From an optimization exercise on the open Yosys and OpenROAD flow, aimed at small area; shortcuts taken in it are not production practice.
The RTL was checked by simulation tests, not by an equivalence proof against the original design.
No activity file was given, so power comes from the tool's default toggle rates.

## run A
// reactiontimer
module reactiontimer(keybutton, selection, trig, echo, cin, rst, segments, d, led);
export LEC_CHECK = 0
export CAP_MARGIN = 20
export CORE_MARGIN = 2
export CORE_UTILIZATION = 40
export SLEW_MARGIN = 20
create_clock -name core_clock -period 20.0 [get_ports {cin}]
standard.sh (not shown) runs the stock make flow with config.mk's settings and CLKGATE_MAP_FILE= SYNTH_SCRIPT=/design/flow/synth_recipe.tcl, a recipe that flattens the netlist after the stock synthesis.
==> flow/flow/run.sh <==
#!/bin/bash
# Own layout flow: the standard ORFS flow (standard synthesis unchanged),
# with smaller port buffers, a clock tree without dummy loads, and gate
# downsizing on paths with positive slack.
set -euo pipefail
export BUFFER_PORTS_ARGS="-buffer_cell sky130_fd_sc_hd__buf_1"
export CTS_ARGS="-sink_clustering_enable -repair_clock_nets -dont_use_dummy_load -buf_list sky130_fd_sc_hd__clkbuf_8"
# no power recovery
bash standard.sh > standard.log 2>&1
Run A: done, clean on timing, DRC and antenna
Changes in run B relative to run A:
diff --git a/flow/flow/run.sh b/flow/flow/run.sh
--- a/flow/flow/run.sh
+++ b/flow/flow/run.sh
@@ -8 +8 @@
-# no power recovery
+export RECOVER_POWER=100
### Flow results
The final report for run B shows a completed flow and a layout that fails verification, specifically capacitance limit, slew limit.
Run B reports a higher critical path depth than run A does.
Status: final core utilization parity (run A, run B)
Count of buffering cells on the critical path with inverters included: higher on run B
Status: clock distribution area overhead in the final layout parity (run B, run A)
Diff run A -> run B | highest net fanout along the worst path | down by more than 10%
On overall via count from detail_route, run B tracks run A almost exactly.
Delta (run B minus run A): setup slack went down, area of all placed cells without fillers ~0 delta.
Taking run A as the reference point, the slew at the pin closest to its max-slew limit of run B rises by 1470 ps.
From run A to run B, first-pass iteration count of the detailed router did not move at all.
diff inputs: run B => run C
==> flow/run.sh (new file) <==
#!/bin/bash
# synth_recipe.tcl (not shown) runs the flow's synth.tcl, then flattens the netlist and writes it again
# the make line also repeats each setting of config.mk as NAME=value (left out here)
make -C /OpenROAD-flow-scripts/flow DESIGN_CONFIG=/design/flow/config.mk WORK_HOME=/design/flow/orfs CLKGATE_MAP_FILE= SYNTH_SCRIPT=/design/flow/synth_recipe.tcl finish
removed: flow/flow/run.sh
removed: flow/standard.sh
--- outcome ---
Run C finished every step from synthesis to the final layout, and the layout passed the timing, DRC and antenna checks. Between run C and run B, largest incremental delay on the critical path is higher for run B, run C comes in under that. Run C vs run B: met2 routed wirelength down slightly. Changes observed in run C relative to run B: initial DRC count has decreased, post-layout worst setup margin moved up, instance count on the critical path moved down, fmax increased by 7.0% relative to the old numbers, clock-buffer cell count picked up an extra 1. Against run B, the final cell area of run C is higher.

---

reactiontimer again, from the RTL that the note above started with.
==> flow/config.mk <==
export PLATFORM = sky130hd
export DESIGN_NAME = reactiontimer
export DESIGN_NICKNAME = reactiontimer
export VERILOG_FILES = /design/flow/design.v
export SDC_FILE = /design/flow/constraint.sdc
export NUM_CORES = 4
export LEC_CHECK = 0
export CAP_MARGIN = 20
export CORE_MARGIN = 2
export CORE_UTILIZATION = 60
export CTS_BUF_LIST = sky130_fd_sc_hd__clkbuf_8
export CTS_CLUSTER_DIAMETER = 100
export CTS_CLUSTER_SIZE = 30
export SLEW_MARGIN = 20
==> flow/constraint.sdc <==
create_clock -name core_clock -period 20.0 [get_ports {cin}]
set_input_delay 4.0000 -clock core_clock [delete_from_list [all_inputs] [get_ports {cin}]]
set_output_delay 4.0000 -clock core_clock [all_outputs]
set_load 0.01 [all_outputs]
run.sh (not shown) runs the stock make flow with config.mk's settings and CLKGATE_MAP_FILE= SYNTH_SCRIPT=/design/flow/synth_recipe.tcl, a recipe that flattens the netlist after the stock synthesis.
Stock flow here: none of the scripts above is used.
The baseline produced a clean layout.
Change:
CORE_UTILIZATION = 40   (was 60)
CTS_CLUSTER_DIAMETER = default   (was 100)
CTS_CLUSTER_SIZE = default   (was 30)
Result: The new run ran to the end with no violations; final cell count is higher by about 8%; final area increases by about 0.6%; global-route usage falls by 8.1 points; hold slack stays flat; critical path depth stays the same; worst setup slack improved by 0.020 ns; synthesized cell count is unchanged; combinational power went down by about 3%.

==> re-timing with driven ports <==
The results above use ideal ports. As a check the final layouts listed here were re-extracted and re-timed, cells and wires unchanged. Step 1: set_driving_cell puts a clkbuf_16 on cin and a buf_2 on each other input, an assumption about the parent block. Step 2 adds t to the input delays and takes it off the output delays; t is the mean of the earliest and latest rising clock arrival at the registers after step 1. Input paths then give back, and output paths get back, about the clock's delay inside the block. Three values: ideal ports, drivers, drivers and shift; two values: the first two.
run	t, ns	setup slack, ns	hold slack, ns	cell pins on the clock port's net
run A	0.468	9.908 / 9.886 / 9.886	0.399 / 0.399 / 0.399	1
run B	0.469	8.685 / 8.661 / 8.661	0.398 / 0.398 / 0.398	1
run C	0.468	9.427 / 9.399 / 9.399	0.420 / 0.420 / 0.420	1
the first run of note 2	0.496	9.394 / 9.369 / 9.369	0.420 / 0.420 / 0.420	1
the second run of note 2	0.495	9.414 / 9.386 / 9.386	0.423 / 0.423 / 0.423	1
